Source: an optimization exercise on an open RTL-to-GDS flow (aim: small area, a short achievable clock period and few clock cycles per item). Production flows keep margins and buffers that such runs may drop.
In this exercise RTL edits were held to simulation tests only and were not proved equivalent to the original.
Power and IR drop assume default switching activity.

## flow/config.mk

```make
export PLATFORM = sky130hd
export DESIGN_NAME = LASER
export DESIGN_NICKNAME = LASER
export VERILOG_FILES = /design/flow/design.v
export SDC_FILE = /design/flow/constraint.sdc
export NUM_CORES = 4
export LEC_CHECK = 0
export CAP_MARGIN = 20
export CORE_MARGIN = 2
export CORE_UTILIZATION = 40
export SLEW_MARGIN = 20
```

## flow/constraint.sdc

```tcl
create_clock -name core_clock -period 6.0 [get_ports {CLK}]
set_input_delay 1.2000 -clock core_clock [delete_from_list [all_inputs] [get_ports {CLK}]]
set_output_delay 1.2000 -clock core_clock [all_outputs]
set_load 0.01 [all_outputs]
```

## flow/design.v

```verilog
module LASER (
input CLK,
input RST,
input [3:0] X,
input [3:0] Y,
output reg [3:0] C1X,
output reg [3:0] C1Y,
output reg [3:0] C2X,
output reg [3:0] C2Y,
output reg DONE);
parameter LFSR_WIDTH = 10;
parameter [LFSR_WIDTH-1:0] threshold = 10'd150;
reg [LFSR_WIDTH-1:0] q;  
wire feedback;  
assign feedback = q[9] ^ q[6];
always @(posedge CLK) begin
    if (RST)
        q <= 10'h1;  
    else
        q <= {q[LFSR_WIDTH-2:0], feedback};  
end
wire [3:0] step;
assign step = (q[5])? 4'b0001: 4'b0010;   
reg [1:0] current_state;
reg [1:0] next_state;
parameter  INIT = 0;
parameter READ = 1;
parameter WALK = 2;
parameter OUTPUT = 3;
reg [5:0] cover_prev;  
reg [5:0] cover_current;  
reg [5:0] cover_max;  
reg [5:0] cnt;  
reg [3:0] corX [39:0];  
reg [3:0] corY [39:0];
reg [3:0] x1, y1, x2, y2;  
reg [3:0] tmpX1, tmpY1, tmpX2, tmpY2; 
reg [3:0] dx1, dy1, dx2, dy2;
reg [19:0] round;  
parameter MAX_ROUND = 20'd2000;
parameter [5:0] LAST = 6'd41;  
always @(posedge CLK) begin
  if (current_state == INIT) begin
    corX[cnt] <= X;
    corY[cnt] <= Y;
  end
  if (current_state == READ || next_state == READ) begin
    corX[cnt] <= X;
    corY[cnt] <= Y;
  end
end
always @(*) begin
  if (cnt == 6'd0 || cnt == LAST || next_state == READ || RST) begin
    dx1 = 4'd0; dy1 = 4'd0;
    dx2 = 4'd0; dy2 = 4'd0;
  end
  else if (next_state == WALK) begin
    dx1 = (tmpX1 > corX[cnt-6'd1])? tmpX1 - corX[cnt-6'd1] : corX[cnt-6'd1] - tmpX1;
    dy1 = (tmpY1 > corY[cnt-6'd1])? tmpY1 - corY[cnt-6'd1] : corY[cnt-6'd1] - tmpY1;
    dx2 = (tmpX2 > corX[cnt-6'd1])? tmpX2 - corX[cnt-6'd1] : corX[cnt-6'd1] - tmpX2;
    dy2 = (tmpY2 > corY[cnt-6'd1])? tmpY2 - corY[cnt-6'd1] : corY[cnt-6'd1] - tmpY2;
  end
  else begin
    dx1 = 4'd0; dy1 = 4'd0;
    dx2 = 4'd0; dy2 = 4'd0;
  end
end
always @(posedge CLK) begin
  if (RST)
    current_state <= INIT;
  else
    current_state <= next_state;
end
always @(*) begin
  case (current_state)
    INIT:
      next_state = (RST)? INIT: READ;
    READ:
      next_state = (cnt == 6'd39)? WALK: READ;
    WALK:  
      next_state = (round == MAX_ROUND)? OUTPUT: WALK;
    OUTPUT:
      next_state = INIT;
    default:
      next_state = INIT;
  endcase
end
always @(posedge CLK) begin
  if (RST)
    round <= 0;
  else if (current_state == OUTPUT)
    round <= 0;
  else if (current_state == WALK) begin
    if (cnt == LAST)
      round <= round + 1;
  end
end
always @(posedge CLK) begin
  if (RST) begin
    tmpX2 <= 4'd7; 
  end
  else if (current_state == OUTPUT) begin
    tmpX2 <= 4'd7;
  end
  else if (current_state == WALK && cnt == 6'd0) begin  
    if (q[5]) tmpX2 <= (x2+step < 16)? x2+step : 15; 
    else      tmpX2 <= (x2 > step) ? x2-step : 0;  
  end
end
always @(posedge CLK) begin
  if (RST) begin
    tmpY2 <= 4'd7;
  end
  else if (current_state == OUTPUT) begin
    tmpY2 <= 4'd7;
  end
  else if (current_state == WALK && cnt == 6'd0) begin  
    if (q[9]) tmpY2 <= (y2+step < 16)? y2+step : 15;
    else      tmpY2 <= (y2 > step)? y2-step : 0;  
  end
end
always @(posedge CLK) begin
  if (RST) begin
    tmpX1 <= 4'd7;
  end
  else if (current_state == OUTPUT) begin
    tmpX1 <= 4'd7;
  end
  else if (current_state == WALK && cnt == 6'd0) begin  
    if (q[0]) tmpX1 <= (x1+step < 16)? x1+step : 15;  
    else      tmpX1 <= (x1 > step)? x1-step : 0; 
  end
end
always @(posedge CLK) begin
  if (RST) begin
    tmpY1 <= 4'd7;
  end
  else if (current_state == OUTPUT) begin
    tmpY1 <= 4'd7;
  end
  else if (current_state == WALK && cnt == 6'd0) begin  
    if (q[3]) tmpY1 <= (y1+step < 16)? y1+step : 15; 
    else      tmpY1 <= (y1 > step)? y1-step : 0;  
  end
end
always @(posedge CLK) begin
  if (RST) begin
    x1 <= 4'd0; y1 <= 4'd0;
    x2 <= 4'd8; y2 <= 4'd8;
  end
  else if (current_state == OUTPUT) begin
    x1 <= 4'd0; y1 <= 4'd0;
    x2 <= 4'd8; y2 <= 4'd8;
  end
  else if (current_state == WALK) begin
    if (cnt == LAST) begin
      if(cover_current > cover_prev) begin
        x1 <= tmpX1; y1 <= tmpY1;
        x2 <= tmpX2; y2 <= tmpY2;
      end
      else begin  
        if (q < threshold) begin  
          x1 <= tmpX1; y1 <= tmpY1;
          x2 <= tmpX2; y2 <= tmpY2;
        end
      end
    end
  end
end
always @(posedge CLK) begin
  if (RST)
    cover_prev <= 6'd0;
  else if (current_state == OUTPUT)
    cover_prev <= 6'd0;
  else if (current_state == WALK) begin
    if(cnt == LAST) begin  
      if(cover_current > cover_prev)
        cover_prev <= cover_current;
      else begin  
        if (q < threshold)   
          cover_prev <= cover_current;
      end
    end
  end
end
always @(posedge CLK) begin
  if(RST)
    cover_current <= 6'd0;
  else if(next_state == OUTPUT)   
    cover_current <= 6'd0;
  else if(current_state == WALK) begin
    if(cnt > 0) begin
      if (cnt == LAST)
        cover_current <= 6'd0;
      else begin
        cover_current <= cover_current +
        ((dx1 + dy1 <= 4) || (dx1 == 3 && dy1 == 2) || (dx1 == 2 && dy1 == 3) ||
         (dx2 + dy2 <= 4) || (dx2 == 3 && dy2 == 2) || (dx2 == 2 && dy2 == 3));        
      end
    end
    else 
      cover_current <= 6'd0;
  end
  else
    cover_current <= 6'd0;
end
always @(posedge CLK) begin
  if(RST)
    cover_max <= 6'd0;
  else if(current_state == WALK) begin
    if(cnt == LAST) begin  
      if(cover_current > cover_max)
        cover_max <= cover_current;
    end
  end
  else if(current_state == OUTPUT)
    cover_max <= 0;
  else
    cover_max <= 0;
end
always @(posedge CLK) begin
  if (RST)
    cnt <= 0;
  else if (current_state == OUTPUT || next_state == OUTPUT)
    cnt <= 0;
  else if (next_state == READ)  
    cnt <= cnt + 1;
  else if (current_state == WALK) begin
      cnt <= (cnt == LAST)? 0: cnt+1;
  end
  else
    cnt <= 0;
end
always @(posedge CLK) begin
  if (RST) begin
    C1X <= 4'd7; C1Y <= 4'd7;
    C2X <= 4'd7; C2Y <= 4'd7;
  end
  else if (current_state == WALK) begin
    if(cnt == LAST) begin
      if(cover_current > cover_max) begin
        C1X <= tmpX1; C1Y <= tmpY1;
        C2X <= tmpX2; C2Y <= tmpY2;
      end
    end
  end
end
always @(posedge CLK) begin
  if(RST)
    DONE <= 1'b0;
  else if (next_state == OUTPUT)
    DONE <= 1'b1;
  else
    DONE <= 1'b0;
end
endmodule
```

## flow/run.sh

```bash
#!/bin/bash
# synth_recipe.tcl (not shown) runs the flow's synth.tcl, then flattens the netlist and writes it again
# the make line also repeats each setting of config.mk as NAME=value (left out here)
make -C /OpenROAD-flow-scripts/flow DESIGN_CONFIG=/design/flow/config.mk WORK_HOME=/design/flow/orfs CLKGATE_MAP_FILE= SYNTH_SCRIPT=/design/flow/synth_recipe.tcl finish
```

==> metrics.cfg, run 1 <==
[pwr]
irDropWorstVdd_mv=0.246
powerDensity_nw_per_um2=321
switching_share_pct=25.1
pwr-share-comb_pct=17.2
p_leak_nw=7.87
power.switching_w=0.00181
pwr-share-clk_pct=38.7
p_int_w=0.00543
finalPower_w=0.00724
pwr-share-seq_pct=44.1

[drt]
dr.pass1.iters=5
wl_per_cell_um=20.7
ant_nets=0
wl_um=43200
drtIter0Drc=932
via_per_inst=5.45
vias=11397
drc_errors=0

[worst_hold_path]
holdCritPathClass=register to register

[setup_path]
crit_fanout=7
slowest_stage=mux4_2
critPathKind=register to register
cp.arrival_ns=6.31
r2r_start=cnt[0]$_SDFF_PP0_
cpMostUsedCell=mux2i_2
end_kind=register
startpoint_type=register
r2r_cells=27
crit_start=cnt[0]$_SDFF_PP0_
crit_end=cover_current[5]$_SDFF_PP0_
crit_required_ns=6.46
reg2reg_to=cover_current[5]$_SDFF_PP0_
r2r_slack_ns=0.15
max_stage_delay_ns=0.50

[global_routing]
grt_max_degree=49
grt_pass1_wl_um=66300
grt_overflow_total=0
antenna_found_initial=0
grt_pass1_vias=11429
grt_util_all_layers_pct=17.1

[die]
die_h_um=224
coreArea_um2=47700
dieArea_um2=50100
start_util_pct=40.5
rows=80
die_w_um=224
pin_count=27

[sta]
fin_setup_tns_ns=0
tightest_slew_ns=1.07
fin_crit_sh_pct=97.5
skew_ns=0.0205
post-route-min-period_ns=5.85
drv_slew=0
max_slew_margin_pct=28.4
hold_violations=0
fmax_mhz=171
finalSetupViolCount=0
rsz0062_at_grt=yes

[layout]
nets=1539
syn2layout_area_growth_pct=16.6
final_cells=2090
multi_input_comb_area_um2=7400
ff_latch_area_um2=11700
final_area_um2=22500
nFillCells=4106
final_cell_mix=edfxtp_1 (320), nor2_1 (125), dfxtp_1 (104)
final_common_cell=edfxtp_1
drive_above_1_share_pct=20.2

[run]
cap_violations=0

[logic_synthesis]
synth_seq_cells=425
synth_cell_types=57
ys_warn_count=1
synth_edf_count=320
postSynthCellCount=1363
syn_nets=1463
synth_area_um2=19300
async_reset_ff_share_pct=0
synth-seq-area-share_pct=60.6
synthTopCellsByArea=edfxtp_1 (50%), mux4_2 (11%), dfxtp_1 (11%), ha_1 (4.7%), nor2_1 (2.5%)
synth_top_area_cell=edfxtp_1
synth_top_area_share_pct=49.7
synth_ff_type=edfxtp_1
syn_area_per_cell_um2=14.2

[place]
dp_hpwl_um=28200
dp_cells=1975
place_area_um2=20500
globalplace.congestion=0.879
io_buffers=26

[clock_tree]
tritoncts=built
holdBufCountCts=0
cts.sinks=425
cts.path.max_buffers=3
htree_levels=2
cts-root-buf=clkbuf_16
clk_pin_slew_ns=0.06
numCtsBuffers=45
clk_latency_ns=0.58

[status]
status=no timing/DRC/antenna violations

[layer usage]
metal | GRT usage [%] | share of wire [%]
met5 | 0 | 0
met3 | 2.77 | 4.8
met4 | 5.16 | 2.2
met2 | 27.9 | 48
met1 | 23.8 | 45
[worst min path at each step]
stage	start	end	slack, ns	cells past startpoint
2_1_floorplan	q[4]$_SDFF_PP0_	q[5]$_SDFF_PP0_	0.43	1
3_3_place_gp	q[4]$_SDFF_PP0_	q[5]$_SDFF_PP0_	0.44	1
3_5_place_dp	C1X[1]$_SDFFE_PP1P_	C1X[1]$_SDFFE_PP1P_	0.45	1
4_1_cts	C1X[3]$_SDFFE_PP0P_	C1X[3]$_SDFFE_PP0P_	0.46	2
5_1_grt	q[2]$_SDFF_PP0_	q[3]$_SDFF_PP0_	0.48	1
6_report	C1X[3]$_SDFFE_PP0P_	C1X[3]$_SDFFE_PP0P_	0.46	2
[critical path: cells and delay by family (launching register included)]
kind / cells / cell delay [ns]
multiplexers: 5 / 1.58
adder cells (fa/ha/maj): 4 / 1.43
AND/OR/NAND/NOR: 6 / 0.94
AO/OA/AOI/OAI: 6 / 0.70
buffers and inverters: 5 / 0.51
flip-flops: 1 / 0.43
XOR/XNOR: 1 / 0.13
[cells by family after synthesis]
| family | synth area share, % |
|---|---|
| XOR/XNOR | 1.44 |
| AND/OR/NAND/NOR | 8.61 |
| flip-flops | 60.6 |
| adder cells (fa/ha/maj) | 6.53 |
| buffers and inverters | 2.74 |
| multiplexers | 13.9 |
| AO/OA/AOI/OAI | 6.15 |
[synth_stat cells (all sizes together), types with 6 or more instances]
cell	instances
clkbuf	39
nor2	128
o211ai	17
a21o	9
nand4	8
mux2	11
or3	7
a31oi	6
xor2	17
nand2	71
nand3b	7
inv	65
o21ai	54
nor2b	24
xnor2	14
nand3	46
mux2i	40
nand2b	13
a211o	13
edfxtp	320
and3	10
buf	24
ha	72
fa	18
mux4	96
dfxtp	105
a21oi	72
nor3	8
[flip-flops by register name, summed over array words and instances, names as in the netlist, 6 cells and up]
| name | count |
|---|---|
| q | 10 |
| cnt | 6 |
| round | 20 |
| cover_max | 6 |
| cover_current | 6 |
| cover_prev | 6 |
| corY | 160 |
| corX | 160 |
[layout make-up]
| type | count | share of cell area (%) |
|---|---|---|
| sequential | 425 | 52.0 |
| multi-input combinational | 810 | 32.9 |
| clock buffer | 54 | 5.24 |
| timing repair buffer | 92 | 4.08 |
| tap | 615 | 3.42 |
| clock inverter | 28 | 1.32 |
| inverter | 65 | 1.09 |
| antenna | 1 | 0.0111 |
[power by group through the flow]
stage	Clock (W)	Sequential, W	Combinational, W
finish	0.00280	0.00319	0.00125
global route	0.00296	0.00319	0.00135
CTS	0.00286	0.00319	0.00105
detailed placement	0	0.00325	0.00104
global placement	0	0.00325	0.00103
floorplan	0	0.00325	0.000717
[per-stage QoR]
| stage | setup WS [ns] | utilization [%] | hold WS (ns) |
|---|---|---|---|
| 6_report | 0.153 | 47.2 | 0.457 |
| 5_1_grt | -0.0897 | 47.2 | 0.482 |
| 4_1_cts | 0.0286 | 45.9 | 0.461 |
| 3_5_place_dp | 0.0430 | 42.8 | 0.450 |
| 3_3_place_gp | 0.102 | 42.8 | 0.437 |
| 2_1_floorplan | 0.00392 | - | 0.430 |
[timing repair]
action / 4_1_cts / 5_1_grt
gates resized for setup: 0 / 64
endpoints found under the hold margin: 0 / 0
endpoints found under the setup margin: 0 / 6
setup buffers: 0 / 29
Testbench counts, summed over its fixed seeds: cycles 5,378,688, items 64.
==> inputs of run 2 (changes only) <==
==> flow/design.v (replaced) <==
module LASER (
input CLK,
input RST,
input [3:0] X,
input [3:0] Y,
output reg [3:0] C1X,
output reg [3:0] C1Y,
output reg [3:0] C2X,
output reg [3:0] C2Y,
output reg DONE);
localparam [10:0] NREAD  = 11'd40;
localparam [10:0] LASTC  = 11'd2040;    
function [9:0] lfsr_step;
  input [9:0] v;
  input integer n;
  integer k;
  begin
    lfsr_step = v;
    for (k = 0; k < n; k = k + 1)
      lfsr_step = {lfsr_step[8:0], lfsr_step[9] ^ lfsr_step[6]};
  end
endfunction
reg  [9:0]  V;
reg  [10:0] cnt;
wire        rd    = (cnt < NREAD);
wire        last  = (cnt == LASTC);
wire [9:0]  V1    = lfsr_step(V, 1);
wire [9:0]  V2    = lfsr_step(V, 2);
wire [9:0]  V42   = lfsr_step(V, 42);
wire [9:0]  VD    = lfsr_step(V, 41);      
wire [9:0]  Vn    = rd ? V1 : last ? V2 : V42;
wire        rnd_acc = (VD < 10'd150);
always @(posedge CLK) begin
  if (RST) begin
    V   <= 10'h1;
    cnt <= 11'd0;
  end else begin
    V   <= Vn;
    cnt <= last ? 11'd0 : cnt + 11'd1;
  end
end
always @(posedge CLK) begin
  if (RST) DONE <= 1'b0;
  else     DONE <= (cnt == LASTC - 11'd1);
end
reg [7:0] P [0:39];
integer i;
always @(posedge CLK) begin
  P[0] <= rd ? {X, Y} : P[39];
  for (i = 1; i < 40; i = i + 1)
    P[i] <= P[i-1];
end
reg [3:0] x1, y1, x2, y2;          
reg [3:0] t1x, t1y, t2x, t2y;      
reg [5:0] prev, best;
function [3:0] mv;
  input [3:0] b;
  input       up;
  input       s1;                  
  reg   [4:0] sum;
  begin
    if (up) begin
      sum = {1'b0, b} + (s1 ? 5'd1 : 5'd2);
      mv  = sum[4] ? 4'd15 : sum[3:0];
    end else begin
      sum = {1'b0, b} - (s1 ? 5'd1 : 5'd2);
      mv  = sum[4] ? 4'd0 : sum[3:0];
    end
  end
endfunction
function cov1;
  input [3:0] px, py, cx, cy;
  reg   [3:0] dx, dy;
  begin
    dx = (px > cx) ? px - cx : cx - px;
    dy = (py > cy) ? py - cy : cy - py;
    cov1 = ({1'b0, dx} + {1'b0, dy} <= 5'd4) || (dx == 4'd3 && dy == 4'd2) || (dx == 4'd2 && dy == 4'd3);
  end
endfunction
reg [5:0] cov;
integer j;
always @(*) begin
  cov = 6'd0;
  for (j = 0; j < 40; j = j + 1)
    cov = cov + (cov1(P[j][7:4], P[j][3:0], t1x, t1y) | cov1(P[j][7:4], P[j][3:0], t2x, t2y));
end
wire accept = (cov > prev) | rnd_acc;
wire better = (cov > best);
wire [3:0] bx1 = rd ? 4'd0 : accept ? t1x : x1;
wire [3:0] by1 = rd ? 4'd0 : accept ? t1y : y1;
wire [3:0] bx2 = rd ? 4'd8 : accept ? t2x : x2;
wire [3:0] by2 = rd ? 4'd8 : accept ? t2y : y2;
always @(posedge CLK) begin
  x1 <= bx1; y1 <= by1; x2 <= bx2; y2 <= by2;
  t1x <= mv(bx1, Vn[0], Vn[5]);
  t1y <= mv(by1, Vn[3], Vn[5]);
  t2x <= mv(bx2, Vn[5], Vn[5]);
  t2y <= mv(by2, Vn[9], Vn[5]);
  if (rd) begin
    prev <= 6'd0;
    best <= 6'd0;
  end else begin
    if (accept) prev <= cov;
    if (better) best <= cov;
  end
end
always @(posedge CLK) begin
  if (RST) begin
    C1X <= 4'd7; C1Y <= 4'd7;
    C2X <= 4'd7; C2Y <= 4'd7;
  end else if (!rd && !last && better) begin
    C1X <= t1x; C1Y <= t1y;
    C2X <= t2x; C2Y <= t2y;
  end
end
endmodule
==> run 2 against run 1 <==
The layout now fails its checks (setup timing); register-to-register slack got worse by 5.2 ns; non-clock buffer count grew 2156; clock power is 31% higher.
==> metrics.cfg, run 2 <==
[logic_synthesis]
synth_ff_type=dfxtp_1
synth_commonest_cells=ha_1 (1480), inv_1 (1110), a21oi_1 (651)
postSynthCellCount=6624  ; +390%
synth-seq-area-share_pct=12.8  ; -48 points
synth_top_area_cell=ha_1
yosysMostFrequentCell=ha_1
synthTopCellsByArea=ha_1 (29%), fa_1 (14%), dfxtp_1 (13%), mux2i_1 (8.1%), a21o_1 (6.7%)
synth_top_area_share_pct=29.5  ; -20 points
synth_area_um2=62800  ; +220%
synth_edf_count=0  ; -100%
async_reset_ff_share_pct=0  ; unchanged
syn_area_per_cell_um2=9.48  ; -33%
synth_cell_types=68  ; +19%
synth_seq_cells=402  ; -5.4%
ys_warn_count=2  ; +1
syn_nets=8545  ; +480%

[drt]
vias=56491  ; +400%
wl_per_cell_um=18.5  ; -11%
wl_um=203000  ; +370%
drc_errors=0  ; unchanged
via_per_inst=5.13  ; -5.9%
ant_nets=0  ; unchanged
dr.pass1.iters=5  ; unchanged
drtIter0Drc=2645  ; +180%

[setup_path]
critPathKind=register to register
startpoint_type=register
r2r_start=t1x[0]$_DFF_P_
max_stage_delay_ns=0.56  ; +0.06 ns
crit_fanout=5  ; -2
r2r_cells=51  ; +89%
crit_end=t1y[2]$_DFF_P_
crit_start=t1x[0]$_DFF_P_
reg2reg_to=t1y[2]$_DFF_P_
slowest_stage=fa_2
crit_required_ns=6.60  ; +0.14 ns
cp.arrival_ns=11.69  ; +5.38 ns
end_kind=register
r2r_slack_ns=-5.09  ; -5.24 ns

[layout]
n_antenna_cell=0  ; -1
drive_above_1_share_pct=29.0  ; +8.8 points
final_common_cell=buf_4
top_register=P
final_area_um2=86400  ; +280%
largest_register_ff_count=320
nets=10821  ; +600%
largestRegisters=P x320, cnt x11, V x10
utilization_pct=55.4  ; +8.2 points
syn2layout_area_growth_pct=37.7
final_cell_mix=buf_4 (2127), ha_1 (1456), inv_1 (1072)

[global_routing]
grt_overflow_total=0  ; unchanged
antenna_found_initial=5  ; +5
grt_pass1_wl_um=321000  ; +380%
grt_max_degree=45  ; -8.2%
grt_util_all_layers_pct=25.3  ; +8.2 points
grt_pass1_vias=59866  ; +420%

[die]
coreArea_um2=156000  ; +230%
rows=145  ; +81%
die_w_um=400  ; +79%
die_h_um=400  ; +79%
dieArea_um2=160000  ; +220%
pin_count=27  ; unchanged
start_util_pct=40.2  ; -0.23 points

[worst_hold_path]
holdCritPathClass=register to register

[place]
globalplace.congestion=0.927  ; +5.4%
pre_cts_ws_ns=-5.06  ; -5.10 ns
place_area_um2=82900  ; +310%
dp_hpwl_um=165000  ; +480%
io_buffers=26  ; unchanged

[sta]
fmax_mhz=90.2  ; -47%
tightest_slew_ns=1.08  ; +0.00212 ns
rsz0062_at_grt=yes
fin_crit_sh_pct=185  ; +87 points
hold_violations=0  ; unchanged
post-route-min-period_ns=11.09  ; +5.24 ns
fin_ws_ns=-5.09  ; -5.24 ns
drv_slew=0  ; unchanged
max_slew_margin_pct=28.3  ; -0.14 points
finalSetupViolCount=60  ; +60
skew_ns=0.0407  ; +0.0202 ns

[status]
status=finished with violations
so.violations=setup timing

[clock_tree]
clk_latency_ns=0.71  ; +0.13 ns
cts.path.max_buffers=3  ; unchanged
holdBufCountCts=0  ; unchanged
tritoncts=built
htree_levels=2  ; unchanged
cts.sinks=402  ; -5.4%
numCtsBuffers=55  ; +22%
cts-root-buf=clkbuf_16
clk_pin_slew_ns=0.07  ; about the same

[pwr]
finalPower_w=0.0561  ; +670%
powerDensity_nw_per_um2=649  ; +100%
p_leak_nw=45.8  ; +480%
irDropWorstVdd_mv=5.10  ; +2000%

[run]
cap_violations=0  ; unchanged

[run 2: cell types whose count changed after synthesis, moves of 320 or more]
cell      change
fa_1        +413
mux2i_1     +470
inv_1      +1045
a21o_1      +555
a21oi_1     +579
ha_1       +1408
edfxtp_1    -320
[run 2: kinds of logic (layout without fill, tap and decap cells)]
group,after synthesis,in the layout,synth area share (%)
AOI/OAI and AO/OA,1588,1588,16.6
xor gates and xnor gates,526,526,7.46
DFF,402,402,12.8
muxes,520,520,8.36
buffers and inverters,1139,3462,6.91
adders and majority gates,1912,1912,43.3
and+or+nand+nor,537,537,4.64
[run 2: power by group]
| group | switching [W] | internal (W) |
|---|---|---|
| Combinational | 0.0231 | 0.0263 |
| Sequential | 0.000153 | 0.00279 |
| Clock | 0.00156 | 0.00212 |
[run 2: per-stage QoR]
step                hold slack [ns]  setup TNS, ns  cells
floorplan                     0.358        -362.43   6624
global placement              0.392        -249.00  10835
detailed placement            0.387        -256.39  10835
CTS                           0.397        -247.88  10986
global route                  0.405        -284.42  11005
finish                        0.397        -260.97  11005
[run 2: area by class of cell]
type / instances / area, um^2
Inverter: 1110 / 4220
Multi-Input combinational cell: 5083 / 51600
Timing Repair Buffer: 2248 / 18000
Fill cell: 13755 / 69600
Clock buffer: 72 / 1540
Sequential cell: 402 / 8090
Clock inverter: 32 / 430
Tap cell: 2058 / 2570
[run 2: worst min path at each step]
stage / startpoint / slack [ns] / cells past startpoint / end
floorplan: P[9][3]$_DFF_P_ / 0.36 / 0 / P[10][3]$_DFF_P_
global placement: P[33][6]$_DFF_P_ / 0.39 / 0 / P[34][6]$_DFF_P_
detailed placement: P[33][6]$_DFF_P_ / 0.39 / 0 / P[34][6]$_DFF_P_
CTS: P[33][6]$_DFF_P_ / 0.40 / 0 / P[34][6]$_DFF_P_
global route: P[20][3]$_DFF_P_ / 0.41 / 0 / P[21][3]$_DFF_P_
finish: P[33][6]$_DFF_P_ / 0.40 / 0 / P[34][6]$_DFF_P_
[run 2: repair_timing]
action | CTS | global route
gates resized for setup | 143 | 80
pin swaps | 61 | 45
cloned | 2 | 2
setup endpoints to repair | 60 | 60
setup buffers | 48 | 22
[run 2: worst max-delay path: cells and delay by family, from the launching register on]
family	cells	cell delay, ns
xor gates and xnor gates	3	0.71
adders and majority gates	14	5.06
muxes	2	0.41
and+or+nand+nor	5	0.84
DFF	1	0.45
AOI/OAI and AO/OA	15	2.24
buffers and inverters	12	1.25
[run 2: per-layer routing]
layer | GRT usage, % | vias up | wire (um)
li1 | - | 27657 | -
met1 | 33.1 | 27406 | 91900
met2 | 42.8 | 1068 | 93900
met3 | 3.39 | 358 | 10000
met4 | 8.59 | 2 | 7570
met5 | 0 | - | 13
Testbench counts of run 2, summed over its fixed seeds: cycles 130,624, items 64.

[static timing again, ports no longer ideal]
How much do the figures lean on ideal ports? The routed layouts below were timed once more, with nothing changed but the port constraints.
Step 1, drivers: a clkbuf_16 drives CLK and a buf_2 each remaining input, both assumed.
Step 2 times the ports against the registers' clock, not the clock port: input delays grow and output delays shrink by t, the midpoint of the rising clock arrivals with the driver on.
Three values: ideal ports, drivers, drivers and shift; two values: the first two.
run	t, ns	slack for setup (ns)	cell pins on the clock port's net
run 1	0.627	0.153 / 0.153 / 0.153	1
run 2	0.780	-5.090 / -5.090 / -5.090	1
